What follows belongs to an exercise in optimizing a design on an open flow for small area, a short achievable clock period and few clock cycles; a production flow would make more cautious choices.
RTL that was checked went through simulation tests only; none was proved equivalent to the original.
For run 1, only the layout was checked, not whether the RTL still works.
Power and IR drop assume default switching activity.

**flow/design.v**
```verilog
module cnn(
  input             clk,
  input             rst,
  input             en,
  input      [7:0]  ps_rd,
  input      [7:0]  in_rd,
  input      [7:0]  w_rd,
  input      [7:0]  b_rd,
  input      [7:0]  out_rd,
  output reg        done,
  output     [15:0] ps_ra,
  output     [15:0] in_ad,
  output reg        in_we,
  output     [7:0]  in_wd,
  output     [15:0] w_ra,
  output     [15:0] b_ra,
  output     [15:0] out_ad,
  output reg        out_we,
  output     [7:0]  out_wd
);
reg s_idle, s_load, s_init, s_calc, s_conv, s_cdrn, s_pool, s_pdrn;
reg [7:0] pR, pC, pM, pN, pK, pS, pIR, pIC, pnIR, pnIC, pnP;
reg [3:0] pa;
assign ps_ra = {12'd0, pa};
reg [15:0] dN;     
reg [15:0] dT;     
reg [15:0] SmS;    
reg [15:0] dCh;    
reg [15:0] NKK;    
reg        nkdone;
reg [1:0]  q;                  
reg        ph1, ph2, ph3;      
reg        se_conv, adv, adv_blk, adv_row, adv_quad, adv_last;   
reg [7:0]  j, i, n, tc, tr;    
reg [5:0]  mq;                 
reg [15:0] la, vb, tb;         
wire [7:0] j1 = j + 8'd1, i1 = i + 8'd1, n1 = n + 8'd1, tc1 = tc + 8'd1, tr1 = tr + 8'd1;
wire [6:0] mq1 = {1'b0, mq} + 7'd1;
wire il  = (i1 == pK);
wire nl  = (n1 == pN);
reg jl, il_r, nl_r, tcl, trl, tap_first, blk_last, quad_last, conv_last;
always @(posedge clk) begin
  jl <= (j1 == pK); il_r <= il; nl_r <= nl;
  tcl <= (tc == {1'b0, pC[7:1]});
  trl <= (tr == {1'b0, pR[7:1]});
  tap_first <= (j == 8'd0) & (i == 8'd0) & (n == 8'd0);
  blk_last  <= (j1 == pK) & il & nl;
  quad_last <= (j1 == pK) & il & nl & (tc == {1'b0, pC[7:1]}) & (tr == {1'b0, pR[7:1]});
  conv_last <= (j1 == pK) & il & nl & (tc == {1'b0, pC[7:1]}) & (tr == {1'b0, pR[7:1]}) &
               ({mq1, 2'b00} >= {1'b0, pM});
end
wire [15:0] tb_next = tcl ? (trl ? 16'd0 : tb + dT) : tb + {7'd0, pS, 1'b0};
reg  [15:0] vb_next;    
always @(posedge clk) vb_next <= blk_last ? tb_next : vb + (~jl ? 16'd1 : ~il_r ? {8'd0, pIC} : dN);
reg [15:0] wv, wa, wb;
reg        wval, wfirst, wlast, wqlast;
reg [5:0]  wmq;
wire [15:0] wa_add = wa + (ph3 ? 16'd1 : NKK);
wire [15:0] wv_next = wval ? (wlast ? (wqlast ? wa_add : wb) : wv + 16'd1) : wv;
assign in_ad  = la;
assign w_ra   = wa;
assign b_ra   = {8'd0, wmq, q};
reg [7:0]  wr0, wr1, wr2, wr3, br, br2;    
reg [31:0] sh, xm;             
reg [11:0] p0, p1, p2, p3;     
reg [7:0]  g0, g1, g2, g3;     
reg [11:0] a00, a01, a02, a03, a10, a11, a12, a13;
reg [11:0] a20, a21, a22, a23, a30, a31, a32, a33;
reg [19:0] h0, h1, h2, h3;     
reg v1, f1, l1, v2, f2, l2, f3, l3, l4;
function [11:0] mlo;
  input [7:0] x;
  input [3:0] w;
  mlo = {{4{x[7]}}, x} * {8'd0, w};
endfunction
function [7:0] mhi;
  input [7:0] x;
  input [3:0] w;
  mhi = x * {{4{w[3]}}, w};
endfunction
function [4:0] relu;
  input [11:0] a;
  relu = a[11] ? 5'd0 : {1'b0, a[7:4]} + {4'd0, a[3]};
endfunction
wire [11:0] bias = {br2, 4'd0};
always @(posedge clk) begin
  wr0 <= v1 ? w_rd : 8'd0;
  wr1 <= v1 ? w_rd : 8'd0;
  wr2 <= v1 ? w_rd : 8'd0;
  wr3 <= v1 ? w_rd : 8'd0;
  br  <= b_rd;
  br2 <= br;
  sh  <= {in_rd, sh[31:8]};
  if (ph1) xm <= sh;
  p0 <= mlo(xm[7:0],   wr0[3:0]);
  p1 <= mlo(xm[15:8],  wr1[3:0]);
  p2 <= mlo(xm[23:16], wr2[3:0]);
  p3 <= mlo(xm[31:24], wr3[3:0]);
  g0 <= mhi(xm[7:0],   wr0[7:4]);
  g1 <= mhi(xm[15:8],  wr1[7:4]);
  g2 <= mhi(xm[23:16], wr2[7:4]);
  g3 <= mhi(xm[31:24], wr3[7:4]);
  a00 <= a01; a01 <= a02; a02 <= a03; a03 <= (f3 ? bias : a00) + p0 + {g0, 4'd0};
  a10 <= a11; a11 <= a12; a12 <= a13; a13 <= (f3 ? bias : a10) + p1 + {g1, 4'd0};
  a20 <= a21; a21 <= a22; a22 <= a23; a23 <= (f3 ? bias : a20) + p2 + {g2, 4'd0};
  a30 <= a31; a31 <= a32; a32 <= a33; a33 <= (f3 ? bias : a30) + p3 + {g3, 4'd0};
end
reg        wbusy, wfin, wpend;
reg [3:0]  wk;
reg [15:0] wo, ob;
reg        crow, cqend;
reg [5:0]  cmq;
reg [4:0]  owd;
assign out_wd = {3'd0, owd};
assign out_ad = wo;
wire hshift = l4 | (wbusy & (wk[1:0] == 2'd3));
always @(posedge clk) begin
  if (hshift) begin
    h0 <= {relu(a03), h0[19:5]};
    h1 <= {relu(a13), h1[19:5]};
    h2 <= {relu(a23), h2[19:5]};
    h3 <= {relu(a33), h3[19:5]};
  end
end
wire [4:0] hsel = (wk[1:0] == 2'd0) ? h0[4:0] : (wk[1:0] == 2'd1) ? h1[4:0] :
                  (wk[1:0] == 2'd2) ? h2[4:0] : h3[4:0];
wire chv = ({1'b0, cmq, wk[3:2]} < {1'b0, pM});
reg [1:0] pq;
reg xin, yin;
wire xl    = (j1 == pnIC);
wire yl    = (i1 == pnIR);
wire ml    = (n1 == pM);
wire inner = xin & yin;
reg  xlin, ylin;                                
always @(posedge clk) begin
  xlin <= (tc == {1'b0, pC[7:1]});
  ylin <= (tr == {1'b0, pR[7:1]});
end
wire el    = ~inner | (pq == 2'd3);
wire np0   = (pnP == 8'd0);
reg pe_1, pi_1, pf_1, pe_2, pi_2, pf_2;
reg [4:0] ordr, mx, iwd;
assign in_wd = {3'd0, iwd};
wire [4:0] mxn = (ordr > mx) ? ordr : mx;
always @(posedge clk) begin
  ordr <= out_rd[4:0];
  mx <= pf_2 ? ordr : mxn;
  if (pe_2) iwd <= pi_2 ? mxn : 5'd0;
end
wire cdrn_done = ~wpend & ph3 & ~wval & ~v1 & ~v2 & ~l3 & ~l4;
reg  [15:0] wo_d;
wire [1:0]  pq_n = (s_pool & inner) ? pq + 2'd1 : 2'd0;
wire [3:0]  wk_n = wbusy ? wk + 4'd1 : 4'd0;
always @(posedge clk)
  wo_d <= (s_pool | (s_cdrn & cdrn_done)) ?
            ((pq_n == 2'd1) ? {8'd0, pC} : (pq_n == 2'd3 && !xlin) ? 16'd0 - {8'd0, pC} : 16'd1) :
            ((wk_n[1:0] == 2'd0) ? dCh : (wk_n[1:0] == 2'd2) ? {8'd0, pC} : 16'd1);
wire [15:0] wo_add = wo + wo_d;
wire cN = (j == pIR);
wire cT = (la[8:0] == {pS, 1'b0});
wire cS = (tc == pS);
wire cR = (tr == pR);
wire calc_done_c = nkdone & cN & cT & cS & cR;
reg  calc_done;    
always @(posedge clk) calc_done <= s_calc & calc_done_c;
wire pool_end = el & xl & yl & ml;
wire calc_exit = s_calc & calc_done;
always @(posedge clk) begin
  ph1 <= ~calc_exit & (q == 2'd0);
  ph2 <= ~calc_exit & (q == 2'd1);
  ph3 <= ~calc_exit & (q == 2'd2);
  se_conv  <= ph2 & s_conv;
  adv      <= ph2 & s_conv & ~(blk_last & wpend);
  adv_blk  <= ph2 & s_conv & blk_last & ~wpend;
  adv_row  <= ph2 & s_conv & blk_last & ~wpend & tcl;
  adv_quad <= ph2 & s_conv & blk_last & ~wpend & tcl & trl;
  adv_last <= ph2 & s_conv & blk_last & ~wpend & conv_last;
end
always @(posedge clk or posedge rst) begin
  if (rst) begin
    s_idle <= 1'b1; s_load <= 1'b0; s_init <= 1'b0; s_calc <= 1'b0;
    s_conv <= 1'b0; s_cdrn <= 1'b0; s_pool <= 1'b0; s_pdrn <= 1'b0;
    done <= 1'b0;
    pa <= 4'd0;
    wval <= 1'b0;
    v1 <= 1'b0; f1 <= 1'b0; l1 <= 1'b0; v2 <= 1'b0; f2 <= 1'b0; l2 <= 1'b0;
    f3 <= 1'b0; l3 <= 1'b0; l4 <= 1'b0;
    wbusy <= 1'b0; wfin <= 1'b0; wpend <= 1'b0;
    out_we <= 1'b0;
    pe_1 <= 1'b0; pi_1 <= 1'b0; pf_1 <= 1'b0; pe_2 <= 1'b0; pi_2 <= 1'b0; pf_2 <= 1'b0;
    in_we <= 1'b0;
  end else begin
    if (ph3) wval <= adv;
    v1 <= wval; f1 <= wval & wfirst; l1 <= wval & wlast;
    v2 <= v1; f2 <= f1; l2 <= l1;
    f3 <= f2; l3 <= l2;
    l4 <= l3;
    if (adv_blk) wpend <= 1'b1;
    if (l4 & ph3) wbusy <= 1'b1;       
    if (wbusy & (wk == 4'd15)) wbusy <= 1'b0;
    wfin <= wbusy & (wk == 4'd15);
    if (wfin) wpend <= 1'b0;
    out_we <= wbusy & chv;
    pe_1 <= s_pool & el;
    pi_1 <= s_pool & inner;
    pf_1 <= s_pool & (pq == 2'd0);
    pe_2 <= pe_1; pi_2 <= pi_1; pf_2 <= pf_1;
    in_we <= pe_2;
    if (s_idle & en) begin s_idle <= 1'b0; s_load <= 1'b1; done <= 1'b0; pa <= 4'd1; end
    if (s_load) begin
      pa <= (pa == 4'd11) ? 4'd0 : pa + 4'd1;
      if (pa == 4'd11) begin s_load <= 1'b0; s_init <= 1'b1; end
    end
    if (s_init) begin s_init <= 1'b0; s_calc <= 1'b1; end
    if (s_calc & calc_done) begin s_calc <= 1'b0; s_conv <= 1'b1; end
    if (adv_last) begin s_conv <= 1'b0; s_cdrn <= 1'b1; end
    if (s_cdrn & cdrn_done) begin s_cdrn <= 1'b0; s_pool <= 1'b1; end
    if (s_pool & pool_end) begin s_pool <= 1'b0; s_pdrn <= 1'b1; end
    if (s_pdrn & (pq == 2'd2)) begin s_pdrn <= 1'b0; s_idle <= 1'b1; done <= 1'b1; end
  end
end
always @(posedge clk) begin
  q <= q + 2'd1;
  if (wbusy) begin
    owd <= hsel;
    wk <= wk + 4'd1;
    wo <= (wk == 4'd0) ? ob : wo_add;
  end else
    wk <= 4'd0;
  if ((wbusy & (wk == 4'd1) & ~crow) | (wbusy & (wk == 4'd3) & crow) | (wfin & cqend))
    ob <= wo + (wfin ? 16'd1 : 16'd2);
  if (s_load) begin
    pR <= pC; pC <= pM; pM <= pN; pN <= pK; pK <= pS; pS <= pIR; pIR <= pIC;
    pIC <= pnIR; pnIR <= pnIC; pnIC <= pnP; pnP <= ps_rd;
  end
  if (s_init) begin
    dN  <= 16'd1 - {8'd0, pK};
    dT  <= {8'd0, pK} + {8'd0, pS};
    SmS <= {8'd0, pIC} - {8'd0, pS};
    dCh <= 16'd0 - {8'd0, pC} - 16'd1;
    NKK <= 16'd0;
    nkdone <= 1'b0;
    la <= 16'd1; i <= 8'd0; n <= 8'd0;
    j <= pK - 8'd1; tc <= 8'd1; tr <= 8'd0;
  end
  if (s_calc) begin
    if (!cN) begin dN <= dN + {8'd0, pIC}; j <= j1; end
    if (!cT) begin dT <= dT + {8'd0, pIC}; la <= la + 16'd1; end
    if (!cS) begin SmS <= SmS + {8'd0, pIC}; tc <= tc1; end
    if (!cR) begin dCh <= dCh + {8'd0, pC}; tr <= tr1; end
    if (!nkdone) begin
      NKK <= NKK + {8'd0, pK};
      i <= il ? 8'd0 : i1;
      if (il) n <= n1;
      if (il & nl) nkdone <= 1'b1;
    end
    if (calc_done) begin
      pIC <= pIC - pK + 8'd1;
      pC <= pC - 8'd1;
      pR <= pR - 8'd1;
      q <= 2'd0;
      j <= 8'd0; i <= 8'd0; n <= 8'd0; tc <= 8'd0; tr <= 8'd0; mq <= 6'd0;
      la <= 16'd0; vb <= 16'd0; tb <= 16'd0;
      wv <= 16'd0; wa <= 16'd0; wb <= 16'd0; ob <= 16'd0;
    end
  end
  if (s_conv) begin
    if (ph3) begin
      if (adv) begin
        j <= jl ? 8'd0 : j1;
        if (jl) i <= il_r ? 8'd0 : i1;
        if (jl & il_r) n <= nl_r ? 8'd0 : n1;
        vb <= vb_next;
        la <= vb_next;
      end else
        la <= vb;
      wfirst <= tap_first; wlast <= blk_last; wqlast <= quad_last; wmq <= mq;
    end else
      la <= la + (ph1 ? SmS : {8'd0, pS});
  end
  if (adv_blk) begin
    tc <= adv_row ? 8'd0 : tc1;
    tb <= tb_next;
    crow <= tcl; cqend <= tcl & trl; cmq <= mq;
  end
  if (adv_row) tr <= adv_quad ? 8'd0 : tr1;
  if (adv_quad) mq <= mq1[5:0];
  if (s_cdrn) begin
    j <= 8'd0; i <= 8'd0; n <= 8'd0; tc <= 8'd0; tr <= 8'd0; pq <= 2'd0;
    xin <= np0; yin <= np0;
    la <= 16'd0;
    if (cdrn_done) wo <= 16'd0;
  end
  if (s_pool) begin
    la <= la + {15'd0, in_we};
    if (inner) begin
      pq <= pq + 2'd1;
      wo <= wo_add;
    end
    if (el) begin
      if (xl) begin
        j <= 8'd0; tc <= 8'd0; xin <= np0;
        if (yl) begin
          i <= 8'd0; tr <= 8'd0; yin <= np0; n <= n1;
        end else begin
          i <= i1;
          if (yin) tr <= tr1;
          if (i1 == pnP) yin <= 1'b1;
          else if (yin & ylin) yin <= 1'b0;
        end
      end else begin
        j <= j1;
        if (xin) tc <= tc1;
        if (j1 == pnP) xin <= 1'b1;
        else if (xin & xlin) xin <= 1'b0;
      end
    end
    if (pool_end) pq <= 2'd0;
  end
  if (s_pdrn) begin
    la <= la + {15'd0, in_we};
    pq <= pq + 2'd1;
  end
  if (s_conv | s_cdrn) begin
    if (ph3) begin
      wa <= wv_next;
      wv <= wv_next;
      if (wval & wlast & wqlast) wb <= wa_add;
    end else if (wval)
      wa <= wa_add;
  end
end
endmodule
```
**flow/flow/run.sh**
```bash
#!/bin/bash
set -euo pipefail
export BUFFER_PORTS_ARGS="-buffer_cell sky130_fd_sc_hd__buf_2"
export SETUP_SLACK_MARGIN=7
bash standard.sh > standard.log 2>&1
```
**flow/standard.sh**
```bash
#!/bin/bash
# synth_recipe.tcl (not shown) runs the flow's synth.tcl, then flattens the netlist and writes it again
# the make line also repeats each setting of config.mk as NAME=value (left out here)
make -C /OpenROAD-flow-scripts/flow DESIGN_CONFIG=/design/flow/config.mk WORK_HOME=/design/flow/orfs CLKGATE_MAP_FILE= SYNTH_SCRIPT=/design/flow/synth_recipe.tcl "${@:-finish}"
```
**flow/config.mk**
```make
export PLATFORM = sky130hd
export DESIGN_NAME = cnn
export DESIGN_NICKNAME = cnn
export VERILOG_FILES = /design/flow/design.v
export SDC_FILE = /design/flow/constraint.sdc
export NUM_CORES = 4
export LEC_CHECK = 0
export CAP_MARGIN = 20
export CORE_MARGIN = 2
export CORE_UTILIZATION = 65
export CTS_BUF_LIST = sky130_fd_sc_hd__clkbuf_8
export PLACE_DENSITY = 0.75
export SLEW_MARGIN = 20
```
**flow/constraint.sdc**
```tcl
create_clock -name core_clock -period 11.0 [get_ports {clk}]
set_input_delay 2.2000 -clock core_clock [delete_from_list [all_inputs] [get_ports {clk}]]
set_output_delay 2.2000 -clock core_clock [all_outputs]
set_load 0.01 [all_outputs]
```
==> impl_metrics.toml, run 1 <==
[layout]
finalNonFillerCells = 6486
footprint_of_the_multi_input_gates_sq_mm = 0.0274
fillerInstances = 5849
flow.area_growth_from_synthesis_pct = 9.61
area.sequential_sq_mm = 0.0207
final_layout_size_suffix_gt1_share_pct = 8.51
final_nets = 5897

[job]
max_cap_violations = 0

[timing]
worst_slew_margin_relative_to_its_limit_pct = 26.8
finalHoldWorstSlack_ns = 0.315
fmax_mhz = 258
timing.clock.skew_ns = 0.0411
final_report_setup_violation_count = 0
grt_setup_unrepaired = "true"
layout_min_cycle_time_ns = 3.88
totalNegativeSetupSlack_ns = 0
drv_slew = 0
hold_viol = 0
post-route-period-util_pct = 35.3
tightest_slew_ns = 1.09

[place]
routabilityCongestion = 0.920
dp_hpwl_um = 88100
place.detailed.instances = 6185
placement.io_buffers = 112

[synth]
yosys.cell_count.top_type = "sky130_fd_sc_hd__dfxtp_1"
postSynthCellCount = 5186
yosys.area.top_type = "sky130_fd_sc_hd__dfxtp_1"
synth-warning-count = 1
yosysSeqAreaShare_pct = 41.0
leading_register_cell_type_out_of_synthesis = "sky130_fd_sc_hd__dfxtp_1"
ys_top_cells_by_count = "655 x sky130_fd_sc_hd__dfxtp_1, 406 x sky130_fd_sc_hd__inv_1, 404 x sky130_fd_sc_hd__nand2_1"
synth_area_leaders = "sky130_fd_sc_hd__dfxtp_1 26%, sky130_fd_sc_hd__edfxtp_1 13%, sky130_fd_sc_hd__ha_1 9.7%"
synth.cell_area_sq_mm = 0.0505
ys_async_sr_fraction_pct = 3.72
synthesis.area_per_instance_sq_um = 9.73
synth.ff_latch_count = 914
ys_types = 95
synth_top_area_share_pct = 26.0
synth-edff-count = 225

[routing]
number_of_drc_violations_after_detailed_routing = 0
vias = 38100
routed_wirelength_um = 124000
routed_wire_length_per_instance_um = 19.1
drt-pass1-iter-count = 6
post_drt_via_cell_ratio = 5.88
route.antenna.remaining_nets = 0
drt_iter0_markers = 3077

[floorplanning]
floorplan.initialDensity_pct = 65.4
count_of_boundary_i_o_pins = 142
floorplan.rows = 102
area_of_the_die_sq_mm = 0.0799
dieHeight_um = 283
chipWidth_um = 283
floorplan.core_area_sq_mm = 0.0772

[critical_path]
kind_of_cell_adding_the_most_delay_to_the_critical_path = "flip-flops"
critical_path.cell_chain = "buf_2"
timing.setup.critical_path_class = "reg -> out"
worstPathBufferInverterCount = 1
worst_setup_path_end_kind = "output pin"
worst_r2r_path_depth = 7
critical-path-slowest-cell = "sky130_fd_sc_hd__dfxtp_1"
worst_ep_arrival_time_ns = 1.68
slowest_delay_ns = 0.64
crit-reg2reg-capture = "tc[4]$_DFF_P_"
setup.worst_path.start_class = "flip-flop"
crit-reg2reg-launch = "pS[6]$_DFFE_PP_"
crit_required_ns = 8.80
worst-path-max-fanout = 9
r2r_slack_ns = 7.13

[pwr]
p_per_area_mw_per_mm2 = 216
ir_drop_mv = 0.191
p_leak_nw = 24.9

[grt]
grt_start_max_net_pins = 81
via_count_of_the_first_global_routing_pass = 36100
globalRouteOverflowTotal = 0
globalRouteTotalUtil_pct = 30.9
number_of_antenna_violations_at_the_first_check_in_global_routing = 3
grt_first_pass_wirelength_um = 194000

[status]
outcome = "no timing/DRC/antenna violations"

[worst_hold_path]
worst_hold_path.num_cells = 0
hp-start = "a12[6]$_DFF_P_"
hold_path.class = "reg -> reg"
hold_end = "a11[6]$_DFF_P_"

[clocking]
cts.reportedPaths.clkPinSlew_ns = 0.06
htreeDepth = 4
cts.sink_count = 914
cts-hold-fix-buffers = 0
cts_tree = "done"
clockBufferDepth = 3
numCtsBuffers = 153
clock_tree.root_cell = "sky130_fd_sc_hd__clkbuf_8"
clkLatencyLatePin_ns = 0.82
## layout make-up
cell class                 instances  area share [%]
timing repair buffer             165            1.76
inverter                         412            2.81
timing repair inverter             1         0.00905
clock inverter                   102            1.50
tap                             1040            2.35
multi-input combinational       3664            49.5
clock buffer                     183            4.55
sequential                       914            37.5
antenna                            5          0.0226
## cell usage in the layout (no fill, tap or decap), types with 183 or more instances in the layout
cell type / instances
sky130_fd_sc_hd__a21oi_1: 293
sky130_fd_sc_hd__and2_1: 200
sky130_fd_sc_hd__clkbuf_8: 183
sky130_fd_sc_hd__dfxtp_1: 651
sky130_fd_sc_hd__edfxtp_1: 225
sky130_fd_sc_hd__ha_1: 392
sky130_fd_sc_hd__inv_1: 456
sky130_fd_sc_hd__nand2_1: 403
sky130_fd_sc_hd__nor2_1: 271
sky130_fd_sc_hd__o21ai_0: 285
sky130_fd_sc_hd__xnor2_1: 257
## kinds of logic after synthesis
| logic type | after synthesis | share of synthesized area (%) |
|---|---|---|
| other | 1 | 0.00743 |
| xor gates and xnor gates | 411 | 7.54 |
| DFF | 914 | 41.0 |
| adders and majority gates | 544 | 15.7 |
| muxes | 92 | 1.87 |
| AOI/OAI and AO/OA | 1125 | 14.3 |
| and+or+nand+nor | 1466 | 14.6 |
| buffers and inverters | 633 | 4.93 |
## registers in the layout, indices dropped and copies added (netlist names), 20 cells and up
signal and count:
h0 20, h1 20, h2 20, h3 20, sh 32, xm 32
## stage by stage
step	setup slack (ns)	total power [mW]	util, %	instance area (sq um)
floorplan	7.29	7.59	-	50600
global placement	6.73	8.50	67.2	51800
detailed placement	6.60	8.64	67.2	51800
CTS	7.03	11.9	71.5	55200
global route	6.97	12.6	71.6	55300
finish	7.12	11.9	71.7	55300
## worst max-delay path by stage
stage / startpoint / end / slack [ns] / depth (start not counted)
6_report: la[0]$_DFF_P_ / in_ad[0] / 7.12 / 1
3_3_place_gp: wr0[3]$_SDFF_PN0_ / p3[11]$_DFF_P_ / 6.73 / 14
4_1_cts: wr0[3]$_SDFF_PN0_ / p3[11]$_DFF_P_ / 7.03 / 15
2_1_floorplan: ph3$_DFF_P_ / wa[14]$_DFF_P_ / 7.29 / 16
3_5_place_dp: wr0[3]$_SDFF_PN0_ / p3[11]$_DFF_P_ / 6.60 / 15
5_1_grt: xm[25]$_DFFE_PP_ / p3[11]$_DFF_P_ / 6.97 / 14
## where the power goes
| group | switching [mW] | internal [mW] |
|---|---|---|
| Combinational | 2.14 | 1.70 |
| Sequential | 0.766 | 4.09 |
| Clock | 1.46 | 1.78 |
## layer usage
metal,global-route usage (%),part of all wire (%),up-vias
met4,10.2,2.8,4
met2,47.6,44,1451
met5,0,0.021,-
met1,44.0,45,18100
li1,-,-,18300
met3,5.62,8.1,237
## timing repair
item,CTS,global route
buffers inserted,0,10
endpoints found under the setup margin,11,19
pin swaps,0,0
gates cloned,0,1
gates resized for setup,1,10
==> run 2, diff against run 1 <==
--- a/flow/design.v
+++ b/flow/design.v
@@ -62,3 +62,3 @@
 assign b_ra   = {8'd0, wmq, q};
-reg [7:0]  wr0, wr1, wr2, wr3, br, br2;    
+reg [7:0]  wr0, wr1, wr2, wr3, br;    
 reg [31:0] sh, xm;             
@@ -69,3 +69,3 @@
 reg [19:0] h0, h1, h2, h3;     
-reg v1, f1, l1, v2, f2, l2, f3, l3, l4;
+reg v1, f1, l1, v2, f2, l2, l3, l4;
 function [11:0] mlo;
@@ -84,3 +84,3 @@
 endfunction
-wire [11:0] bias = {br2, 4'd0};
+wire [11:0] bias = {br, 4'd0};
 always @(posedge clk) begin
@@ -91,3 +91,2 @@
   br  <= b_rd;
-  br2 <= br;
   sh  <= {in_rd, sh[31:8]};
@@ -102,6 +101,6 @@
   g3 <= mhi(xm[31:24], wr3[7:4]);
-  a00 <= a01; a01 <= a02; a02 <= a03; a03 <= (f3 ? bias : a00) + p0 + {g0, 4'd0};
-  a10 <= a11; a11 <= a12; a12 <= a13; a13 <= (f3 ? bias : a10) + p1 + {g1, 4'd0};
-  a20 <= a21; a21 <= a22; a22 <= a23; a23 <= (f3 ? bias : a20) + p2 + {g2, 4'd0};
-  a30 <= a31; a31 <= a32; a32 <= a33; a33 <= (f3 ? bias : a30) + p3 + {g3, 4'd0};
+  a00 <= f2 ? bias : a01; a01 <= a02; a02 <= a03; a03 <= a00 + p0 + {g0, 4'd0};
+  a10 <= f2 ? bias : a11; a11 <= a12; a12 <= a13; a13 <= a10 + p1 + {g1, 4'd0};
+  a20 <= f2 ? bias : a21; a21 <= a22; a22 <= a23; a23 <= a20 + p2 + {g2, 4'd0};
+  a30 <= f2 ? bias : a31; a31 <= a32; a32 <= a33; a33 <= a30 + p3 + {g3, 4'd0};
 end
@@ -129,5 +128,5 @@
 reg xin, yin;
-wire xl    = (j1 == pnIC);
-wire yl    = (i1 == pnIR);
-wire ml    = (n1 == pM);
+wire xl    = (j == pnIC);      
+wire yl    = (i == pnIR);
+wire ml    = (n == pM);
 wire inner = xin & yin;
@@ -186,3 +185,3 @@
     v1 <= 1'b0; f1 <= 1'b0; l1 <= 1'b0; v2 <= 1'b0; f2 <= 1'b0; l2 <= 1'b0;
-    f3 <= 1'b0; l3 <= 1'b0; l4 <= 1'b0;
+    l3 <= 1'b0; l4 <= 1'b0;
     wbusy <= 1'b0; wfin <= 1'b0; wpend <= 1'b0;
@@ -195,3 +194,3 @@
     v2 <= v1; f2 <= f1; l2 <= l1;
-    f3 <= f2; l3 <= l2;
+    l3 <= l2;
     l4 <= l3;
@@ -258,2 +257,4 @@
       pIC <= pIC - pK + 8'd1;
+      pnIC <= pnIC - 8'd1;
+      pnIR <= pnIR - 8'd1;
       pC <= pC - 8'd1;
@@ -291,3 +292,3 @@
     la <= 16'd0;
-    if (cdrn_done) wo <= 16'd0;
+    if (cdrn_done) begin wo <= 16'd0; pM <= pM - 8'd1; end
   end
==> flow/flow/run.sh (replaced) <==
#!/bin/bash
set -euo pipefail
export BUFFER_PORTS_ARGS="-buffer_cell sky130_fd_sc_hd__buf_2"
export SETUP_SLACK_MARGIN=8
bash standard.sh > standard.log 2>&1
==> run 2 against run 1 <==
Effect of this change:
- worst setup slack improved by 0.31 ns
- wire length is 9.1% higher
- largest power group is now combinational cells
- synthesized cell count is 2.3% higher
- critical path type unchanged
==> impl_metrics.toml, run 2 <==
[status]
outcome = "no timing/DRC/antenna violations"

[synth]
postSynthCellCount = 5306
ys_types = 105
yosysSeqAreaShare_pct = 40.1
synth_area_leaders = "sky130_fd_sc_hd__dfxtp_1 27%, sky130_fd_sc_hd__edfxtp_1 12%, sky130_fd_sc_hd__ha_1 9.8%"
yosys.area.top_type = "sky130_fd_sc_hd__dfxtp_1"
synthesis.area_per_instance_sq_um = 9.54
ys_top_cells_by_count = "671 x sky130_fd_sc_hd__dfxtp_1, 425 x sky130_fd_sc_hd__nand2_1, 397 x sky130_fd_sc_hd__inv_1"
synth.ff_latch_count = 905
leading_register_cell_type_out_of_synthesis = "sky130_fd_sc_hd__dfxtp_1"
synth_top_area_share_pct = 26.5
synth-warning-count = 1
synth.cell_area_sq_mm = 0.0506
ys_async_sr_fraction_pct = 3.65
yosys.cell_count.top_type = "sky130_fd_sc_hd__dfxtp_1"
synth-edff-count = 201

[clocking]
clkLatencyLatePin_ns = 0.83
htreeDepth = 4
numCtsBuffers = 149
cts.sink_count = 905
cts_tree = "done"
cts.reportedPaths.clkPinSlew_ns = 0.06
cts-hold-fix-buffers = 0
clock_tree.root_cell = "sky130_fd_sc_hd__clkbuf_8"
clockBufferDepth = 3

[pwr]
clock_power_share_pct = 24.7
power_switching_share_pct = 38.6
combPwrFrac_pct = 37.9
int_pwr_mw = 7.42
power.net_switching_mw = 4.67
pwr-share-seq_pct = 37.4
ir_drop_mv = 0.137
p_per_area_mw_per_mm2 = 206
post-layout-total-power_mw = 12.1
p_leak_nw = 26.3

[timing]
tightest_slew_ns = 1.20
worst_slew_margin_relative_to_its_limit_pct = 19.5
layout_min_cycle_time_ns = 3.57
hold_viol = 0
fmax_mhz = 280
totalNegativeSetupSlack_ns = 0
timing.clock.skew_ns = 0.0432
grt_setup_unrepaired = "true"
drv_slew = 0
final_report_setup_violation_count = 0
post-route-period-util_pct = 32.5

[job]
max_cap_violations = 0

[critical_path]
worst_setup_path_end_kind = "output pin"
crit_required_ns = 8.80
r2r_slack_ns = 7.45
worst_r2r_path_depth = 14
worst_ep_arrival_time_ns = 1.37
timing.setup.critical_path_class = "reg -> out"
crit-reg2reg-capture = "g0[7]$_DFF_P_"
worstPathBufferInverterCount = 1
critical_path.cell_chain = "buf_6"
critical-path-slowest-cell = "sky130_fd_sc_hd__dfrtp_2"
worst-path-max-fanout = 2
crit-reg2reg-launch = "xm[2]$_DFFE_PP_"
slowest_delay_ns = 0.44
setup.worst_path.start_class = "flip-flop"
kind_of_cell_adding_the_most_delay_to_the_critical_path = "flip-flops"

[layout]
final_layout_size_suffix_gt1_share_pct = 16.8
final_common_cell = "sky130_fd_sc_hd__dfxtp_1"
finalNonFillerCells = 6783
area_of_all_placed_cells_without_fillers_sq_mm = 0.0588
final_standard_cell_utilization_of_the_core_pct = 76.2
final_nets = 6207
fillerInstances = 5291
flow.area_growth_from_synthesis_pct = 16.2
highest_count_cells_in_the_layout_ignoring_fill_and_taps = "603 x sky130_fd_sc_hd__dfxtp_1, 416 x sky130_fd_sc_hd__nand2_1, 411 x sky130_fd_sc_hd__inv_1, 359 x sky130_fd_sc_hd__ha_1, 322 x sky130_fd_sc_hd__nor2_1"
largest_registers = "sh x32, xm x32"

[floorplanning]
dieHeight_um = 283
area_of_the_die_sq_mm = 0.0801
floorplan.rows = 102
floorplan.core_area_sq_mm = 0.0772
count_of_boundary_i_o_pins = 142
floorplan.initialDensity_pct = 65.5
chipWidth_um = 283

[place]
placement.io_buffers = 112
detailed_place.area_sq_mm = 0.0520
routabilityCongestion = 0.937
place.detailed.instances = 6269
dp_hpwl_um = 88600

[routing]
post_drt_via_cell_ratio = 5.94
route.antenna.remaining_nets = 0
vias = 40300
routed_wirelength_um = 135000
routed_wire_length_per_instance_um = 19.9
number_of_drc_violations_after_detailed_routing = 0
drt-pass1-iter-count = 6
drt_iter0_markers = 3874

[worst_hold_path]
worst_hold_path.num_cells = 0
hp-start = "a23[10]$_DFF_P_"
hold_path.class = "reg -> reg"
hold_end = "a22[10]$_DFF_P_"

[grt]
via_count_of_the_first_global_routing_pass = 38600
grt_first_pass_wirelength_um = 208000
grt_start_max_net_pins = 81
globalRouteOverflowTotal = 0
globalRouteTotalUtil_pct = 32.6
number_of_antenna_violations_at_the_first_check_in_global_routing = 4
## run 2: worst max path at each step
stage | endpoint | from | cells past startpoint
floorplan | g0[7]$_DFF_P_ | wr0[7]$_SDFF_PN0_ | 16
global placement | g0[7]$_DFF_P_ | wr0[7]$_SDFF_PN0_ | 15
detailed placement | g0[7]$_DFF_P_ | wr0[7]$_SDFF_PN0_ | 15
CTS | ps_ra[2] | pa[2]$_DFFE_PP0P_ | 1
global route | done | done$_DFFE_PP0P_ | 1
finish | in_we | in_we$_DFF_PP0_ | 1
## run 2: cell type report
type | count | area (sq um) | share of cell area, %
Multi-Input combinational cell | 3777 | 29200 | 49.6
Timing Repair Buffer | 384 | 3280 | 5.58
Sequential cell | 905 | 20500 | 34.9
Inverter | 400 | 1520 | 2.58
Tap cell | 1040 | 1300 | 2.21
Clock buffer | 166 | 2280 | 3.88
Antenna cell | 3 | 7.51 | 0.0128
Clock inverter | 108 | 752 | 1.28
## run 2: layer usage
metal  routed length (um)  vias up  global-route usage (%)
met3                12200      378                    6.29
met5                  156        -                       0
li1                     -    19000                       -
met4                 5340        4                    12.8
met1                56700    19100                    44.7
met2                60700     1792                    51.2
## run 2: logic make-up (layout without fill, tap and decap cells)
logic type | Yosys count | after routing | share of synthesized area (%)
XOR/XNOR | 437 | 437 | 7.67
multiplexers | 103 | 103 | 2.09
adder cells (fa/ha/maj) | 547 | 547 | 15.8
other | 1 | 29 | 0.00741
AND/OR/NAND/NOR | 1521 | 1522 | 14.8
buffers and inverters | 650 | 1058 | 5.14
flip-flops | 905 | 905 | 40.1
AO/OA/AOI/OAI | 1142 | 1142 | 14.4
## run 2: power by group through the flow
stage,combinational [mW],sequential [mW],clock [mW]
floorplan,3.39,4.23,0
CTS,4.28,4.49,3.03
global placement,3.91,4.62,0
finish,4.58,4.52,2.99
detailed placement,4.03,4.63,0
global route,5.07,4.55,3.18
## run 2: per-stage QoR
stage          worst slack, ns  hold WS, ns
2_1_floorplan             7.65        0.310
3_3_place_gp              7.25        0.310
3_5_place_dp              7.21        0.312
4_1_cts                   7.37        0.311
5_1_grt                   7.37        0.316
6_report                  7.43        0.317
## run 2: repair_timing
item                                    4_1_cts  5_1_grt
resized for setup                           275      174
endpoints found under the setup margin      212      212
gates cloned                                  3        1
pin swaps                                    91      119
buffers inserted                            165       68
Testbench counts of run 2, summed over its fixed seeds: cycles 2,423,744.
==> run 3, diff against run 2 <==
==> flow/flow/run.sh (replaced) <==
#!/bin/bash
set -euo pipefail
export BUFFER_PORTS_ARGS="-buffer_cell sky130_fd_sc_hd__buf_2"
export SETUP_SLACK_MARGIN=7
bash standard.sh > standard.log 2>&1
==> run 3 against run 2 <==
Effect of this change:
- highest routed layer is now met4
- sequential share of layout area is 2.0 points higher
- critical endpoint is now la[14]$_DFF_P_
- count of clock-buffer cells in the layout is 14 higher
- still clean
- non-clock buffer count is 222 lower
- critical path type is now reg -> reg
==> impl_metrics.toml, run 3 <==
[status]
outcome = "no timing/DRC/antenna violations"

[timing]
layout_min_cycle_time_ns = 3.92
final_report_setup_violation_count = 0
fin_ws_ns = 7.08
totalNegativeSetupSlack_ns = 0
drv_slew = 0
fmax_mhz = 255
post-route-period-util_pct = 35.6
grt_setup_unrepaired = "true"
worst_slew_margin_relative_to_its_limit_pct = 25.4
tightest_slew_ns = 1.12
hold_viol = 0
timing.clock.skew_ns = 0.0429

[place]
detailed_place.area_sq_mm = 0.0518
place.detailed.instances = 6279
dp_hpwl_um = 88200
placement.io_buffers = 112
routabilityCongestion = 0.941
place_worst_setup_slack_ns = 6.95

[grt]
grt_first_pass_wirelength_um = 197000
globalRouteTotalUtil_pct = 30.6
groute.layer.met3.usage_pct = 5.06
globalRoute.busiestLayer = "met2"
via_count_of_the_first_global_routing_pass = 36900
number_of_antenna_violations_at_the_first_check_in_global_routing = 4
globalRouteOverflowTotal = 0
grtUsageMet1_pct = 43.5
global_route.usage.met2_pct = 46.9
grt_start_max_net_pins = 81

[layout]
fillerInstances = 5917
final_standard_cell_utilization_of_the_core_pct = 71.4
highest_count_cells_in_the_layout_ignoring_fill_and_taps = "667 x sky130_fd_sc_hd__dfxtp_1, 434 x sky130_fd_sc_hd__inv_1, 424 x sky130_fd_sc_hd__nand2_1, 396 x sky130_fd_sc_hd__ha_1, 328 x sky130_fd_sc_hd__nor2_1"
final_common_cell = "sky130_fd_sc_hd__dfxtp_1"
largest_registers = "sh x32, xm x32"
flow.area_growth_from_synthesis_pct = 8.86
finalNonFillerCells = 6560
area_of_all_placed_cells_without_fillers_sq_mm = 0.0551
final_layout_size_suffix_gt1_share_pct = 8.44
final_nets = 5983

[synth]
synth-edff-count = 201
postSynthCellCount = 5306
synth_area_leaders = "sky130_fd_sc_hd__dfxtp_1 27%, sky130_fd_sc_hd__edfxtp_1 12%, sky130_fd_sc_hd__ha_1 9.8%"
synth.cell_area_sq_mm = 0.0506
leading_register_cell_type_out_of_synthesis = "sky130_fd_sc_hd__dfxtp_1"
synth_top_area_share_pct = 26.5
ys_types = 105
yosys.cell_count.top_type = "sky130_fd_sc_hd__dfxtp_1"
ys_async_sr_fraction_pct = 3.65
ys_top_cells_by_count = "671 x sky130_fd_sc_hd__dfxtp_1, 425 x sky130_fd_sc_hd__nand2_1, 397 x sky130_fd_sc_hd__inv_1"
synth.ff_latch_count = 905
synthesis.area_per_instance_sq_um = 9.54
yosys.area.top_type = "sky130_fd_sc_hd__dfxtp_1"
synth-warning-count = 1
yosysSeqAreaShare_pct = 40.1

[routing]
routed_wirelength_um = 124000
vias = 38800
number_of_drc_violations_after_detailed_routing = 0
route.antenna.remaining_nets = 0
routed_wire_length_per_instance_um = 18.9
post_drt_via_cell_ratio = 5.92
drt_iter0_markers = 3311
drt-pass1-iter-count = 6

[pwr]
ir_drop_mv = 0.121
pwr-share-seq_pct = 38.8
p_per_area_mw_per_mm2 = 215
p_leak_nw = 24.8
power.net_switching_mw = 4.48
int_pwr_mw = 7.36
combPwrFrac_pct = 34.9
clock_power_share_pct = 26.3
power_switching_share_pct = 37.8

[critical_path]
worst_ep_arrival_time_ns = 4.58
crit_required_ns = 11.67
setup.worst_path.start_class = "flip-flop"
timing.setup.critical_path_class = "reg -> reg"
worst-path-max-fanout = 7
worst_setup_path_end_kind = "flip-flop"

[floorplanning]
area_of_the_die_sq_mm = 0.0801
count_of_boundary_i_o_pins = 142
floorplan.initialDensity_pct = 65.5
dieHeight_um = 283
chipWidth_um = 283
floorplan.core_area_sq_mm = 0.0772
floorplan.rows = 102

[clocking]
clockBufferDepth = 3
cts_tree = "done"
clkLatencyLatePin_ns = 0.80
cts.reportedPaths.clkPinSlew_ns = 0.06
cts.sink_count = 905
htreeDepth = 4
cts-hold-fix-buffers = 0
numCtsBuffers = 148
clock_tree.root_cell = "sky130_fd_sc_hd__clkbuf_8"

[job]
max_cap_violations = 0

[worst_hold_path]
hold_path.class = "reg -> reg"
-- run 3: cell counts after synthesis --
Identical to the previous run, type by type.
-- run 3: layout make-up --
class                   count  area (sq um)  share of cell area (%)
well taps                1040          1300                    2.36
flip-flops and latches    905         20300                    36.9
multi-input cells        3776         27800                    50.5
inverters                 400          1510                    2.73
clock inverters            96           719                    1.31
repair buffers            162           946                    1.72
diodes                      1          2.50                 0.00454
clock buffers             180          2480                    4.50
-- run 3: layer usage --
metal	share of wire [%]	wire, um	up-vias
li1	-	-	18600
met2	44	54300	1499
met5	0	0	-
met3	8.5	10600	307
met1	44	54700	18500
met4	3.4	4160	0
-- run 3: power by group through the flow --
stage,logic (mW),clock network (mW),registers (mW)
2_1_floorplan,3.39,0,4.23
3_3_place_gp,3.92,0,4.62
3_5_place_dp,4.03,0,4.63
4_1_cts,4.07,3.17,4.56
5_1_grt,4.62,3.30,4.63
6_report,4.13,3.11,4.60
-- run 3: through the flow --
stage,power [mW],hold WS [ns]
6_report,11.8,0.309
3_5_place_dp,8.66,0.312
5_1_grt,12.6,0.317
4_1_cts,11.8,0.314
2_1_floorplan,7.62,0.310
3_3_place_gp,8.54,0.310
-- run 3: worst max-delay path, stage by stage (launching register included) --
cell,delay [ns]
sky130_fd_sc_hd__edfxtp_1,0.63
sky130_fd_sc_hd__inv_1,0.39
sky130_fd_sc_hd__o21ai_0,0.28
sky130_fd_sc_hd__fa_1,0.50
sky130_fd_sc_hd__a211o_1,0.32
sky130_fd_sc_hd__o211ai_1,0.13
sky130_fd_sc_hd__nand2_1,0.11
sky130_fd_sc_hd__a41o_1,0.27
sky130_fd_sc_hd__o41ai_1,0.43
sky130_fd_sc_hd__o21ai_0,0.20
sky130_fd_sc_hd__xnor2_1,0.16
sky130_fd_sc_hd__o311ai_0,0.36
-- run 3: kinds of logic after synthesis --
logic type	share of synthesized area, %
simple gates	14.8
buf+inv	5.14
flops	40.1
xor+xnor	7.67
compound gates	14.4
mux	2.09
fa+ha+maj	15.8
other cells	0.00741
-- run 3: final timing paths --
| check | start | end | slack, ns | cells after the start |
|---|---|---|---|---|
| max in group asynchronous | rst | f2$_DFF_PP0_ | 9.08 | 3 |
| min reg2reg | a02[3]$_DFF_P_ | a01[3]$_DFF_P_ | 0.31 | 0 |
| max | pS[1]$_DFFE_PP_ | la[14]$_DFF_P_ | 7.08 | 11 |
| min | a02[3]$_DFF_P_ | a01[3]$_DFF_P_ | 0.31 | 0 |
| min in group asynchronous | rst | done$_DFFE_PP0P_ | 1.52 | 3 |
| max reg2reg | pS[1]$_DFFE_PP_ | la[14]$_DFF_P_ | 7.08 | 11 |
-- run 3: timing repair --
item / 4_1_cts / 5_1_grt
resized for setup: 2 / 8
endpoints found under the hold margin: 0 / 0
setup buffers: 0 / 4
setup endpoints to repair: 3 / 10
==> run 4, diff against run 3 <==
==> flow/flow/run.sh (replaced) <==
#!/bin/bash
set -euo pipefail
export BUFFER_PORTS_ARGS="-buffer_cell sky130_fd_sc_hd__buf_2"
export SETUP_SLACK_MARGIN=8
bash standard.sh > standard.log 2>&1
--- a/flow/config.mk
+++ b/flow/config.mk
@@ -10,3 +10,4 @@
 export CORE_UTILIZATION = 65
-export CTS_BUF_LIST = sky130_fd_sc_hd__clkbuf_8
+export CTS_BUF_LIST = sky130_fd_sc_hd__clkbuf_16
+export CTS_CLUSTER_SIZE = 30
 export PLACE_DENSITY = 0.75
==> run 4 against run 3 <==
Effect of this change:
- design area is 7.2% higher
- combinational power is 11% higher
- maximum frequency is 11% higher
- utilization is 5.1 points higher
- clock power is 4% higher
- global-route usage is 2.2 points higher
- hold slack better by 0.014 ns
- highest routed layer is now met5
- critical path type unchanged
==> impl_metrics.toml, run 4 <==
[critical_path]
cp_num_cells = 14
crit_end = "g0[7]$_DFF_P_"
worst_r2r_path_depth = 14
critical_path.cell_chain = "and2_4 > fa_1 > inv_1 > fa_1 > fa_1 > inv_2 > ha_4 > inv_2 > fa_2 > inv_2 > a21o_1 > a21oi_2 > xnor2_1 > xnor2_1"
worstPathBufferInverterCount = 4
worst_setup_path_end_kind = "flip-flop"
crit-reg2reg-launch = "xm[2]$_DFFE_PP_"
r2r_slack_ns = 7.46
crit-reg2reg-capture = "g0[7]$_DFF_P_"
slowest_delay_ns = 0.54
critical_path.startpoint = "xm[2]$_DFFE_PP_"
setup.worst_path.start_class = "flip-flop"
timing.setup.critical_path_class = "reg -> reg"
worst_ep_arrival_time_ns = 4.09
worst-path-max-fanout = 3
kind_of_cell_adding_the_most_delay_to_the_critical_path = "adder cells"
critical-path-slowest-cell = "sky130_fd_sc_hd__fa_1"
crit_required_ns = 11.55

[layout]
area_of_all_placed_cells_without_fillers_sq_mm = 0.0591
largest_registers = "sh x32, xm x32"
highest_count_cells_in_the_layout_ignoring_fill_and_taps = "603 x sky130_fd_sc_hd__dfxtp_1, 416 x sky130_fd_sc_hd__nand2_1, 371 x sky130_fd_sc_hd__inv_1, 351 x sky130_fd_sc_hd__ha_1, 320 x sky130_fd_sc_hd__nor2_1"
area.sequential_sq_mm = 0.0205
fillerInstances = 5171
finalNonFillerCells = 6672
final_layout_size_suffix_gt1_share_pct = 16.2
final_nets = 6142
footprint_of_the_multi_input_gates_sq_mm = 0.0293
final_common_cell = "sky130_fd_sc_hd__dfxtp_1"
flow.area_growth_from_synthesis_pct = 16.7

[synth]
synth-edff-count = 201
ys_async_sr_fraction_pct = 3.65
synth_top_area_share_pct = 26.5
synth-warning-count = 1
synthesis.area_per_instance_sq_um = 9.54
yosys.cell_count.top_type = "sky130_fd_sc_hd__dfxtp_1"
ys_top_cells_by_count = "671 x sky130_fd_sc_hd__dfxtp_1, 425 x sky130_fd_sc_hd__nand2_1, 397 x sky130_fd_sc_hd__inv_1"
ys_types = 105
synth.ff_latch_count = 905
synth_area_leaders = "sky130_fd_sc_hd__dfxtp_1 27%, sky130_fd_sc_hd__edfxtp_1 12%, sky130_fd_sc_hd__ha_1 9.8%"
synth.cell_area_sq_mm = 0.0506
postSynthCellCount = 5306
yosysSeqAreaShare_pct = 40.1
leading_register_cell_type_out_of_synthesis = "sky130_fd_sc_hd__dfxtp_1"
yosys.area.top_type = "sky130_fd_sc_hd__dfxtp_1"

[grt]
globalRouteOverflowTotal = 0
globalRouteTotalUtil_pct = 32.7
via_count_of_the_first_global_routing_pass = 38600
global_route.usage.met2_pct = 52.0
globalRoute.busiestLayer = "met2"
grt_start_max_net_pins = 81
number_of_antenna_violations_at_the_first_check_in_global_routing = 3
grtUsageMet1_pct = 44.8
groute.layer.met3.usage_pct = 5.76
grt_first_pass_wirelength_um = 210000

[place]
place.detailed.instances = 6269
detailed_place.area_sq_mm = 0.0520
routabilityCongestion = 0.937
dp_hpwl_um = 88600
placement.io_buffers = 112

[worst_hold_path]
hold_path.class = "reg -> reg"

[clocking]
cts-hold-fix-buffers = 0
numCtsBuffers = 92
htreeDepth = 3
clockBufferDepth = 3
cts.sink_count = 905
cts.reportedPaths.clkPinSlew_ns = 0.07
clkLatencyLatePin_ns = 0.66
cts_tree = "done"
clock_tree.root_cell = "sky130_fd_sc_hd__clkbuf_16"

[routing]
routed_wirelength_um = 136000
drt_iter0_markers = 3535
number_of_drc_violations_after_detailed_routing = 0
vias = 39900
routed_wire_length_per_instance_um = 20.4
post_drt_via_cell_ratio = 5.98
drt-pass1-iter-count = 8
route.antenna.remaining_nets = 0

[pwr]
ir_drop_mv = 0.157
p_per_area_mw_per_mm2 = 209
p_leak_nw = 26.1

[timing]
timing.clock.skew_ns = 0.0219
finalHoldWorstSlack_ns = 0.323
layout_min_cycle_time_ns = 3.54
totalNegativeSetupSlack_ns = 0
post-route-period-util_pct = 32.2
drv_slew = 0
hold_viol = 0
worst_slew_margin_relative_to_its_limit_pct = 25.9
fmax_mhz = 282
tightest_slew_ns = 1.11
final_report_setup_violation_count = 0
grt_setup_unrepaired = "true"

[status]
outcome = "no timing/DRC/antenna violations"

[floorplanning]
area_of_the_die_sq_mm = 0.0801
count_of_boundary_i_o_pins = 142
dieHeight_um = 283
floorplan.core_area_sq_mm = 0.0772
floorplan.initialDensity_pct = 65.5
floorplan.rows = 102
chipWidth_um = 283

[job]
max_cap_violations = 0
[run 4: worst min path at each step]
stage | end | startpoint | cells after the start
after floorplan | a01[0]$_DFF_P_ | a02[0]$_DFF_P_ | 0
after global placement | a02[8]$_DFF_P_ | a03[8]$_DFF_P_ | 0
after detailed placement | a01[3]$_DFF_P_ | a02[3]$_DFF_P_ | 0
after CTS | a11[11]$_DFF_P_ | a12[11]$_DFF_P_ | 0
after global routing | a02[8]$_DFF_P_ | a03[8]$_DFF_P_ | 0
final | a11[11]$_DFF_P_ | a12[11]$_DFF_P_ | 0
[run 4: metrics by stage]
stage          utilization [%]  setup slack (ns)  total power, mW
6_report                  76.5              7.46             12.4
5_1_grt                   76.5              7.40             13.0
4_1_cts                   74.8              7.55             12.1
3_5_place_dp              67.4              7.21             8.66
3_3_place_gp              67.4              7.25             8.53
2_1_floorplan                -              7.65             7.62
[run 4: area by class of cell]
class | instances | area share (%)
multi-input cells | 3778 | 49.7
repair buffers | 375 | 5.50
clock inverters | 78 | 1.28
diodes | 1 | 0.00424
inverters | 400 | 2.57
flip-flops and latches | 905 | 34.7
well taps | 1040 | 2.20
clock buffers | 95 | 4.03
[run 4: worst register-to-register path, delay by kind of cell, from the launching register on]
family | cells | cell delay [ns]
AOI/OAI and AO/OA | 2 | 0.18
xor gates and xnor gates | 2 | 0.37
adders and majority gates | 5 | 1.99
buffers and inverters | 4 | 0.26
DFF | 1 | 0.46
and+or+nand+nor | 1 | 0.18
[run 4: power by group]
group | switching (mW) | leakage (nW) | total [mW] | internal (mW)
Sequential | 0.675 | 7.87 | 4.52 | 3.84
Combinational | 2.59 | 16.7 | 4.60 | 2.01
Clock | 1.36 | 1.58 | 3.24 | 1.88
Total | 4.63 | 26.1 | 12.4 | 7.73
[run 4: cell families (layout without fill, tap and decap cells)]
| logic type | count (synthesis) | in the layout | share of synthesized area (%) |
|---|---|---|---|
| AND/OR/NAND/NOR | 1521 | 1522 | 14.8 |
| AO/OA/AOI/OAI | 1142 | 1143 | 14.4 |
| flip-flops | 905 | 905 | 40.1 |
| buffers and inverters | 650 | 948 | 5.14 |
| adder cells (fa/ha/maj) | 547 | 547 | 15.8 |
| XOR/XNOR | 437 | 437 | 7.67 |
| multiplexers | 103 | 103 | 2.09 |
| other | 1 | 27 | 0.00741 |
[run 4: per-layer routing]
metal  up-vias  routed length (um)
met5         -                  13
met2      1674               62100
met1     19100               56800
met3       314               12400
met4         2                4960
li1      18800                   -
[run 4: what timing repair did]
action	in CTS	in global routing
setup endpoints to repair	215	224
pin swaps	100	138
setup buffers	166	56
gates resized for setup	297	184
cloned	4	3
==> run 5, diff against run 4 <==
==> flow/flow/run.sh (replaced) <==
#!/bin/bash
set -euo pipefail
export BUFFER_PORTS_ARGS="-buffer_cell sky130_fd_sc_hd__buf_2"
export SETUP_SLACK_MARGIN=7.5
bash standard.sh > standard.log 2>&1
==> run 5 against run 4 <==
Effect of this change:
- via count is 2.9% lower
- final cell count is 2.1% lower
- critical path depth stayed put
- sequential cell count stayed put
- clock skew is 0.0077 ns higher
- count of clock-buffer cells in the layout is 1 higher
- clock power is 1% lower
- critical path type unchanged
- non-clock buffer count is 139 lower
- sequential share of layout area is 1.6 points higher
==> impl_metrics.toml, run 5 <==
[routing]
drt-pass1-iter-count = 8
drt_iter0_markers = 3403
route.antenna.remaining_nets = 0
routed_wirelength_um = 128000
number_of_drc_violations_after_detailed_routing = 0
vias = 38800
post_drt_via_cell_ratio = 5.93
routed_wire_length_per_instance_um = 19.6

[synth]
leading_register_cell_type_out_of_synthesis = "sky130_fd_sc_hd__dfxtp_1"
synth.ff_latch_count = 905
yosys.cell_count.top_type = "sky130_fd_sc_hd__dfxtp_1"
ys_top_cells_by_count = "671 x sky130_fd_sc_hd__dfxtp_1, 425 x sky130_fd_sc_hd__nand2_1, 397 x sky130_fd_sc_hd__inv_1"
ys_types = 105
yosys.area.top_type = "sky130_fd_sc_hd__dfxtp_1"
yosysSeqAreaShare_pct = 40.1
synth.cell_area_sq_mm = 0.0506
synth_top_area_share_pct = 26.5
synthesis.area_per_instance_sq_um = 9.54
ys_async_sr_fraction_pct = 3.65
synth-warning-count = 1
postSynthCellCount = 5306
synth_area_leaders = "sky130_fd_sc_hd__dfxtp_1 27%, sky130_fd_sc_hd__edfxtp_1 12%, sky130_fd_sc_hd__ha_1 9.8%"
synth-edff-count = 201

[clocking]
clock_tree.root_cell = "sky130_fd_sc_hd__clkbuf_16"
cts-hold-fix-buffers = 0
cts_tree = "done"
clkLatencyLatePin_ns = 0.67
cts.sink_count = 905
clockBufferDepth = 3
cts.reportedPaths.clkPinSlew_ns = 0.07
numCtsBuffers = 93
htreeDepth = 3

[timing]
worst_slew_margin_relative_to_its_limit_pct = 29.8
tightest_slew_ns = 1.05
drv_slew = 0
post-route-period-util_pct = 32.0
fmax_mhz = 284
totalNegativeSetupSlack_ns = 0
fin_ws_ns = 7.48
final_report_setup_violation_count = 0
finalHoldWorstSlack_ns = 0.320
timing.clock.skew_ns = 0.0296
hold_viol = 0
layout_min_cycle_time_ns = 3.52
grt_setup_unrepaired = "true"

[pwr]
pwr-share-seq_pct = 38.1
p_leak_nw = 25.1
p_per_area_mw_per_mm2 = 213
combPwrFrac_pct = 35.2
int_pwr_mw = 7.48
power.net_switching_mw = 4.51
power_switching_share_pct = 37.6
ir_drop_mv = 0.149
clock_power_share_pct = 26.6
post-layout-total-power_mw = 12.0

[critical_path]
most_prevalent_standard_cell_on_the_critical_path = "sky130_fd_sc_hd__inv_1"
worst_setup_path_end_kind = "flip-flop"
slowest_delay_ns = 0.50
critical_path.cell_chain = "and2_1 > fa_1 > inv_1 > fa_1 > fa_1 > inv_1 > ha_2 > inv_1 > fa_2 > inv_1 > a21o_1 > a21oi_2 > xnor2_1 > xnor2_1"
critical-path-slowest-cell = "sky130_fd_sc_hd__fa_1"
kind_of_cell_adding_the_most_delay_to_the_critical_path = "adder cells"
worstPathBufferInverterCount = 4
timing.setup.critical_path_class = "reg -> reg"
worst-path-max-fanout = 5
crit_required_ns = 11.58
worst_ep_arrival_time_ns = 4.10
setup.worst_path.start_class = "flip-flop"

[layout]
flow.area_growth_from_synthesis_pct = 11.1
area_of_all_placed_cells_without_fillers_sq_mm = 0.0562
final_nets = 6002
highest_count_cells_in_the_layout_ignoring_fill_and_taps = "630 x sky130_fd_sc_hd__dfxtp_1, 422 x sky130_fd_sc_hd__nand2_1, 400 x sky130_fd_sc_hd__inv_1, 384 x sky130_fd_sc_hd__ha_1, 324 x sky130_fd_sc_hd__nor2_1"
final_common_cell = "sky130_fd_sc_hd__dfxtp_1"
final_layout_size_suffix_gt1_share_pct = 10.5
final_standard_cell_utilization_of_the_core_pct = 72.8
fillerInstances = 5630
largest_registers = "sh x32, xm x32"
finalNonFillerCells = 6531

[floorplanning]
area_of_the_die_sq_mm = 0.0801
floorplan.initialDensity_pct = 65.5
dieHeight_um = 283
floorplan.rows = 102
count_of_boundary_i_o_pins = 142
floorplan.core_area_sq_mm = 0.0772
chipWidth_um = 283

[grt]
globalRouteOverflowTotal = 0
number_of_antenna_violations_at_the_first_check_in_global_routing = 5
via_count_of_the_first_global_routing_pass = 36700
grt_start_max_net_pins = 81
globalRouteTotalUtil_pct = 30.7
grt_first_pass_wirelength_um = 198000

[place]
place_worst_setup_slack_ns = 6.83
placement.io_buffers = 112
dp_hpwl_um = 88400
detailed_place.area_sq_mm = 0.0518
place.detailed.instances = 6274
routabilityCongestion = 0.941

[job]
max_cap_violations = 0

[worst_hold_path]
hold_path.class = "reg -> reg"

[status]
outcome = "no timing/DRC/antenna violations"
## run 5: logic make-up after synthesis
group	Yosys count	share of synthesized area, %
simple gates	1521	14.8
compound gates	1142	14.4
flops	905	40.1
buf+inv	650	5.14
fa+ha+maj	547	15.8
xor+xnor	437	7.67
mux	103	2.09
other cells	1	0.00741
## run 5: cell type report
type	count	area, sq um	share of cell area (%)
antenna	1	2.50	0.00445
clock buffer	96	2400	4.27
clock inverter	77	713	1.27
inverter	400	1510	2.68
multi-input combinational	3776	28200	50.1
sequential	905	20400	36.3
tap	1040	1300	2.32
timing repair buffer	236	1690	3.01
## run 5: what timing repair did
action | CTS | global route
gates resized for setup | 77 | 86
hold endpoints to repair | 0 | 0
buffers inserted | 30 | 47
gates cloned | 1 | 4
endpoints found under the setup margin | 80 | 50
pin swaps | 2 | 57
## run 5: worst paths after layout
path / start / slack (ns) / cells after the start / end
worst max-delay path: xm[1]$_DFFE_PP_ / 7.48 / 14 / g0[7]$_DFF_P_
worst min-delay path: a12[4]$_DFF_P_ / 0.32 / 0 / a11[4]$_DFF_P_
worst max register to register: xm[1]$_DFFE_PP_ / 7.48 / 14 / g0[7]$_DFF_P_
worst min register to register: a12[4]$_DFF_P_ / 0.32 / 0 / a11[4]$_DFF_P_
max in group asynchronous: rst / 8.97 / 3 / in_we$_DFF_PP0_
min in group asynchronous: rst / 1.64 / 3 / pa[1]$_DFFE_PP0P_
## run 5: power groups by stage
| stage | Combinational (mW) | Sequential (mW) | Clock [mW] |
|---|---|---|---|
| 6_report | 4.23 | 4.57 | 3.20 |
| 3_3_place_gp | 3.91 | 4.61 | 0 |
| 2_1_floorplan | 3.39 | 4.23 | 0 |
| 3_5_place_dp | 4.04 | 4.62 | 0 |
| 4_1_cts | 4.08 | 4.55 | 3.23 |
| 5_1_grt | 4.71 | 4.60 | 3.38 |
## run 5: worst reg2reg max path, cell delays in order (launching register included)
cell and delay, ns:
sky130_fd_sc_hd__edfxtp_1 0.49, sky130_fd_sc_hd__and2_1 0.23, sky130_fd_sc_hd__fa_1 0.50, sky130_fd_sc_hd__inv_1 0.05
sky130_fd_sc_hd__fa_1 0.49, sky130_fd_sc_hd__fa_1 0.40, sky130_fd_sc_hd__inv_1 0.07, sky130_fd_sc_hd__ha_2 0.18
sky130_fd_sc_hd__inv_1 0.06, sky130_fd_sc_hd__fa_2 0.36, sky130_fd_sc_hd__inv_1 0.06, sky130_fd_sc_hd__a21o_1 0.12
sky130_fd_sc_hd__a21oi_2 0.06, sky130_fd_sc_hd__xnor2_1 0.13, sky130_fd_sc_hd__xnor2_1 0.23
## run 5: routing by layer
layer	track usage, %	routed length [um]
met5	0	27
met4	10.7	3980
met3	6.38	11800
met2	46.7	55700
met1	43.6	56400
==> run 6, diff against run 5 <==
--- a/flow/config.mk
+++ b/flow/config.mk
@@ -9,6 +9,6 @@
 export CORE_MARGIN = 2
-export CORE_UTILIZATION = 65
+export CORE_UTILIZATION = 75
 export CTS_BUF_LIST = sky130_fd_sc_hd__clkbuf_16
 export CTS_CLUSTER_SIZE = 30
-export PLACE_DENSITY = 0.75
+export PLACE_DENSITY = 0.82
 export SLEW_MARGIN = 20
==> run 6 against run 5 <==
Effect of this change:
- still clean
- sequential power about the same
- clock skew down 0.014 ns
- die area down 13%
- register-to-register slack worse by 0.30 ns
- power up 1.3%
- synthesized cell count unchanged
- final cell count down 2.5%
- design area down 0.17%
- synthesized area unchanged
- utilization up 11 points
- critical path type unchanged
- critical endpoint unchanged
- largest power group unchanged
==> impl_metrics.toml, run 6 <==
[routing]
drt_iter0_markers = 4427
route.antenna.remaining_nets = 0
post_drt_via_cell_ratio = 6.41
vias = 40900
drt-pass1-iter-count = 6
routed_wire_length_per_instance_um = 22.3
number_of_drc_violations_after_detailed_routing = 0
routed_wirelength_um = 142000

[synth]
synth_top_area_share_pct = 26.5
yosys.area.top_type = "sky130_fd_sc_hd__dfxtp_1"
synthesis.area_per_instance_sq_um = 9.54
synth.cell_area_sq_mm = 0.0506
yosysSeqAreaShare_pct = 40.1
postSynthCellCount = 5306
synth_area_leaders = "sky130_fd_sc_hd__dfxtp_1 27%, sky130_fd_sc_hd__edfxtp_1 12%, sky130_fd_sc_hd__ha_1 9.8%"
synth.ff_latch_count = 905
synth-compound-area-share_pct = 14.4
ys_top_cells_by_count = "671 x sky130_fd_sc_hd__dfxtp_1, 425 x sky130_fd_sc_hd__nand2_1, 397 x sky130_fd_sc_hd__inv_1"
ys_async_sr_fraction_pct = 3.65
ys_types = 105
synth_xor_xnor_area_share_pct = 7.67
synth-edff-count = 201
leading_register_cell_type_out_of_synthesis = "sky130_fd_sc_hd__dfxtp_1"
synth_top_family_by_area = "adder cells"
yosys.cell_count.top_type = "sky130_fd_sc_hd__dfxtp_1"
synth-warning-count = 1
synthSimpleGateAreaFrac_pct = 14.8
synth-adder-area-share_pct = 15.8
synth.area.mux_share_pct = 2.09

[critical_path]
worstPathBufferInverterCount = 5
worst-path-max-fanout = 5
worst_setup_path_end_kind = "flip-flop"
crit-reg2reg-capture = "g0[7]$_DFF_P_"
r2r_slack_ns = 7.18
critical-path-slowest-cell = "sky130_fd_sc_hd__fa_1"
setup.worst_path.start_class = "flip-flop"
slowest_delay_ns = 0.61
critical_path.cell_chain = "buf_4 > buf_4 > nand2b_1 > fa_1 > inv_1 > fa_1 > ha_4 > inv_1 > fa_2 > inv_2 > a21o_1 > a21oi_2 > xnor2_1 > xnor2_1"
worst_r2r_path_depth = 14
cp_num_cells = 14
worst_ep_arrival_time_ns = 4.39
crit_required_ns = 11.57
timing.setup.critical_path_class = "reg -> reg"
kind_of_cell_adding_the_most_delay_to_the_critical_path = "adder cells"
crit-reg2reg-launch = "xm[1]$_DFFE_PP_"

[floorplanning]
floorplan.initialDensity_pct = 75.5
chipWidth_um = 264
dieHeight_um = 264
area_of_the_die_sq_mm = 0.0696
floorplan.rows = 95
floorplan.core_area_sq_mm = 0.0670
count_of_boundary_i_o_pins = 142

[worst_hold_path]
hp-start = "a23[10]$_DFF_P_"
worst_hold_path.num_cells = 0
hold_path.class = "reg -> reg"
hold_end = "a22[10]$_DFF_P_"

[timing]
worst_slew_margin_relative_to_its_limit_pct = 20.6
totalNegativeSetupSlack_ns = 0
grt_setup_unrepaired = "true"
final_report_setup_violation_count = 0
hold_viol = 0
fmax_mhz = 262
drv_slew = 0
layout_min_cycle_time_ns = 3.82
post-route-period-util_pct = 34.7
fin_ws_ns = 7.18
timing.clock.skew_ns = 0.0161
tightest_slew_ns = 1.19

[layout]
final_layout_size_suffix_gt1_share_pct = 10.5
largest_registers = "sh x32, xm x32"
final_nets = 6008
flow.area_growth_from_synthesis_pct = 10.9
fillerInstances = 3777
final_common_cell = "sky130_fd_sc_hd__dfxtp_1"
final_standard_cell_utilization_of_the_core_pct = 83.7
highest_count_cells_in_the_layout_ignoring_fill_and_taps = "629 x sky130_fd_sc_hd__dfxtp_1, 422 x sky130_fd_sc_hd__nand2_1, 396 x sky130_fd_sc_hd__inv_1, 382 x sky130_fd_sc_hd__ha_1, 323 x sky130_fd_sc_hd__nor2_1"

[place]
place_worst_setup_slack_ns = 6.80
dp_hpwl_um = 90400
placement.io_buffers = 112
routabilityCongestion = 0.951

[grt]
via_count_of_the_first_global_routing_pass = 38900
globalRouteOverflowTotal = 0
grt_first_pass_wirelength_um = 209000
globalRouteTotalUtil_pct = 37.8
grt_start_max_net_pins = 81
number_of_antenna_violations_at_the_first_check_in_global_routing = 4

[clocking]
clockBufferDepth = 3
cts_tree = "done"
cts-hold-fix-buffers = 0
htreeDepth = 3
clock_tree.root_cell = "sky130_fd_sc_hd__clkbuf_16"
numCtsBuffers = 91
clkLatencyLatePin_ns = 0.66
cts.sink_count = 905
cts.reportedPaths.clkPinSlew_ns = 0.07

[status]
outcome = "no timing/DRC/antenna violations"

[pwr]
ir_drop_mv = 0.217
post-layout-total-power_mw = 12.2
p_leak_nw = 25.1
p_per_area_mw_per_mm2 = 217

[job]
max_cap_violations = 0
==> run 6: changes by cell type in the layout (fill, tap and decap cells not counted), sizes merged <==
cell / before / now
bufinv: 8 / 14
inv: 416 / 418
clkinvlp: 13 / 6
buf: 230 / 238
clkbuf: 101 / 96
clkinv: 40 / 41
bufbuf: 1 / 2
==> run 6: what timing repair did <==
action                                  CTS  global route
gates resized for setup                  77           106
buffers inserted                         35            50
pin swaps                                 5            57
gates cloned                              2             4
endpoints found under the setup margin   76            54
==> run 6: cells by family after synthesis <==
family | after synthesis
muxes | 103
DFF | 905
other | 1
buffers and inverters | 650
AOI/OAI and AO/OA | 1142
and+or+nand+nor | 1521
adders and majority gates | 547
xor gates and xnor gates | 437
==> run 6: worst register-to-register path, cell delays in order (launching register included) <==
cell and delay [ns]:
sky130_fd_sc_hd__edfxtp_1 0.44, sky130_fd_sc_hd__buf_4 0.18, sky130_fd_sc_hd__buf_4 0.15, sky130_fd_sc_hd__nand2b_1 0.20, sky130_fd_sc_hd__fa_1 0.61, sky130_fd_sc_hd__inv_1 0.09, sky130_fd_sc_hd__fa_1 0.58, sky130_fd_sc_hd__ha_4 0.33
sky130_fd_sc_hd__inv_1 0.06, sky130_fd_sc_hd__fa_2 0.37, sky130_fd_sc_hd__inv_2 0.09, sky130_fd_sc_hd__a21o_1 0.14, sky130_fd_sc_hd__a21oi_2 0.07, sky130_fd_sc_hd__xnor2_1 0.23, sky130_fd_sc_hd__xnor2_1 0.19
==> run 6: stage by stage <==
| stage | instances | hold WS [ns] | area (sq um) |
|---|---|---|---|
| after floorplan | 5331 | 0.310 | 50700 |
| after global placement | 6106 | 0.310 | 51600 |
| after detailed placement | 6107 | 0.312 | 51600 |
| after CTS | 6315 | 0.318 | 55200 |
| after global routing | 6369 | 0.317 | 56100 |
| final | 6370 | 0.322 | 56100 |
==> run 6: worst max path at each step <==
| stage | end | start | slack (ns) |
|---|---|---|---|
| 2_1_floorplan | wa[15]$_DFF_P_ | ph3$_DFF_P_ | 7.51 |
| 3_3_place_gp | p0[11]$_DFF_P_ | wr0[3]$_SDFF_PN0_ | 6.95 |
| 3_5_place_dp | p3[11]$_DFF_P_ | wr0[3]$_SDFF_PN0_ | 6.80 |
| 4_1_cts | p3[11]$_DFF_P_ | wr0[3]$_SDFF_PN0_ | 7.44 |
| 5_1_grt | g0[7]$_DFF_P_ | xm[1]$_DFFE_PP_ | 7.14 |
| 6_report | g0[7]$_DFF_P_ | xm[1]$_DFFE_PP_ | 7.18 |
==> run 6: final cells by class <==
cell class	instances	area (sq um)	share of cell area, %
inverters	400	1510	2.69
well taps	873	1090	1.95
repair buffers	244	1800	3.22
clock buffers	92	2300	4.10
multi-input cells	3776	28200	50.3
flip-flops and latches	905	20400	36.4
diodes	1	2.50	0.00446
clock inverters	79	787	1.40
==> run 6: layer usage <==
metal	vias up	GRT usage, %	routed length, um
li1	18600	-	-
met1	19500	51.1	55200
met2	2257	59.9	64600
met3	519	7.80	15200
met4	4	15.0	6890
met5	-	0	27
==> run 6: power breakdown <==
part           leakage, nW  internal, mW  switching (mW)
sequential            7.85          3.84           0.755
clock                 1.57          1.86            1.39
combinational         15.7          1.85            2.45
